Context: an optimization exercise on an open-source flow, tuned for small area. The choices shown serve that exercise and are no tape-out recipe.
The RTL was checked by simulation tests, not by an equivalence proof against the original design.
Power figures rest on the tool's default switching activity, not on a simulated workload.

Design VS_LR_TOP, start of the top module:
module VS_LR_TOP(
    input CLK,
    input SYS_NRST,
    input BTN_0,
    input BTN_1,
    input UART_RXD,
    output UART_TXD
    );
Size: about 6 I/O pins.
Settings: LEC_CHECK=0, CAP_MARGIN=20, CORE_MARGIN=2, CORE_UTILIZATION=40, PLACE_DENSITY=0.6, SLEW_MARGIN=20; clock period 10.0 ns.
standard.sh (not shown) runs the stock make flow with config.mk's settings and CLKGATE_MAP_FILE= SYNTH_SCRIPT=/design/flow/synth_recipe.tcl, a recipe that flattens the netlist after the stock synthesis.
==> flow/flow/run.sh <==
#!/bin/bash
# Own layout flow: the standard flow (standard.sh, unchanged synthesis,
# floorplan, power grid, placement, routing), with two settings changed:
#  - clock tree: no dummy loads, clkbuf_8 leaf buffers, sink clusters of 20
#  - port buffers: buf_1 (the standard flow picks a delay cell)
# Each tool's full output goes to standard.log (make) and the ORFS logs in
# orfs/logs/.
set -euo pipefail
export CTS_ARGS="-sink_clustering_enable -repair_clock_nets -dont_use_dummy_load -buf_list sky130_fd_sc_hd__clkbuf_4 -sink_clustering_size 12 -sink_clustering_max_diameter 40"
export BUFFER_PORTS_ARGS="-buffer_cell sky130_fd_sc_hd__buf_1"
bash standard.sh > standard.log 2>&1
The starting point finished with timing, DRC and antenna clean.
Edit:
==> flow/flow/run.sh (replaced) <==
#!/bin/bash
# Own layout flow: the standard flow (standard.sh) with these changes:
#  - synthesis: the standard script (synth_recipe.tcl) except that abc maps
#    the combinational logic with flow/area.script (flow/synth_area.tcl)
#  - clock tree: no dummy loads, clkbuf_4 buffers, sink clusters of 12
#  - port buffers: buf_1 (the standard flow picks a delay cell)
# Floorplan, power grid, placement and routing are the standard ones.
# make's output goes to standard.log; each tool's log is in orfs/logs/.
set -euo pipefail
W=$PWD
sed "s|SYNTH_SCRIPT=[^ ]*|SYNTH_SCRIPT=$W/flow/synth_area.tcl|" standard.sh > my_standard.sh
grep -q "SYNTH_SCRIPT=$W/flow/synth_area.tcl" my_standard.sh
export AREA_ABC_SCRIPT="$W/flow/area.script"
export CTS_ARGS="-sink_clustering_enable -repair_clock_nets -dont_use_dummy_load -buf_list sky130_fd_sc_hd__clkbuf_4 -sink_clustering_size 12 -sink_clustering_max_diameter 40"
export BUFFER_PORTS_ARGS="-buffer_cell sky130_fd_sc_hd__buf_1"
bash my_standard.sh > standard.log 2>&1
==> flow/flow/area.script (new file) <==
&get -n
&st
&deepsyn -T 60
&dch -f
&nf -R 1000 -p -F 8 -A 4 -a
&put
topo
stime -c
dnsize -c
==> flow/flow/synth_area.tcl (new file) <==
# synth_recipe.tcl (the standard synthesis) with one change: the final abc
# mapping of the combinational logic uses flow/area.script (area-oriented)
# instead of ORFS's speed script.  Registers, passes, flattening and renaming
# are as in the standard synthesis.
proc synth {args} { yosys synth -nofsm -noshare {*}$args }
proc abc {args} {
  set i [lsearch -exact $args -script]
  if { $i >= 0 } { lset args [expr {$i + 1}] $::env(AREA_ABC_SCRIPT) }
  yosys abc {*}$args
}
source $::env(SCRIPTS_DIR)/synth.tcl
# left out here: clear keep_hierarchy, flatten, clean up, hide names made inside functions, write 1_2_yosys.v
=>
- The changed run produced a clean layout
- final area fell by a few percent
- core utilization goes up by 0.25 points
- die area shrinks by a few percent
- routed wire length goes down by a little under a tenth
- via count shrinks by a little under a tenth
- flip-flop and latch count does not change
- clock skew falls by 0.011 ns
- worst setup slack loses 0.72 ns
- worst hold slack is better by 0.061 ns
- first-iteration DRC count decreases by well over a third
Edit:
- CORE_UTILIZATION: 40 -> 70
- PLACE_DENSITY: 0.6 -> 0.9
Outcome: Power decreases by 1.0%. Synthesized cell count is unchanged. Worst hold slack gets worse by 0.020 ns.
Edit:
- CORE_UTILIZATION: 70 -> 60
- PLACE_DENSITY: 0.9 -> 0.8
=>
- The new run ran to the end with no violations
- clock power rose slightly
- cell count rose by a few percent
- first-iteration DRC count fell by well over a third
- total power barely changes
- final area rose slightly
- core utilization fell by 11 points

what the ideal ports hide:
The results above use ideal ports. As a check the final layouts listed here were re-extracted and re-timed, cells and wires unchanged. Step 1: set_driving_cell puts a clkbuf_16 on CLK and a buf_2 on each other input, an assumption about the parent block. Step 2 also shifts input and output timing later by t, the mid clock arrival at the registers, as if the neighbouring blocks saw the same clock. Three values: ideal, step 1, step 2; two values: the first two.
| run | shift t [ns] | slack for setup (ns) | cell pins on the clock port's net |
|---|---|---|---|
| the first run | 0.600 | 6.752 / 6.728 / 6.336 | 1 |
| the second run | 0.617 | 6.030 / 6.030 / 6.030 | 1 |
| the third run | 0.592 | 6.146 / 6.146 / 6.002 | 1 |
| the fourth run | 0.582 | 6.253 / 6.253 / 5.990 | 1 |
After both steps every run listed still meets setup and hold. For the first run, which loses most, drivers alone change the setup slack by -0.024 ns; drivers and shift together by -0.416 ns.
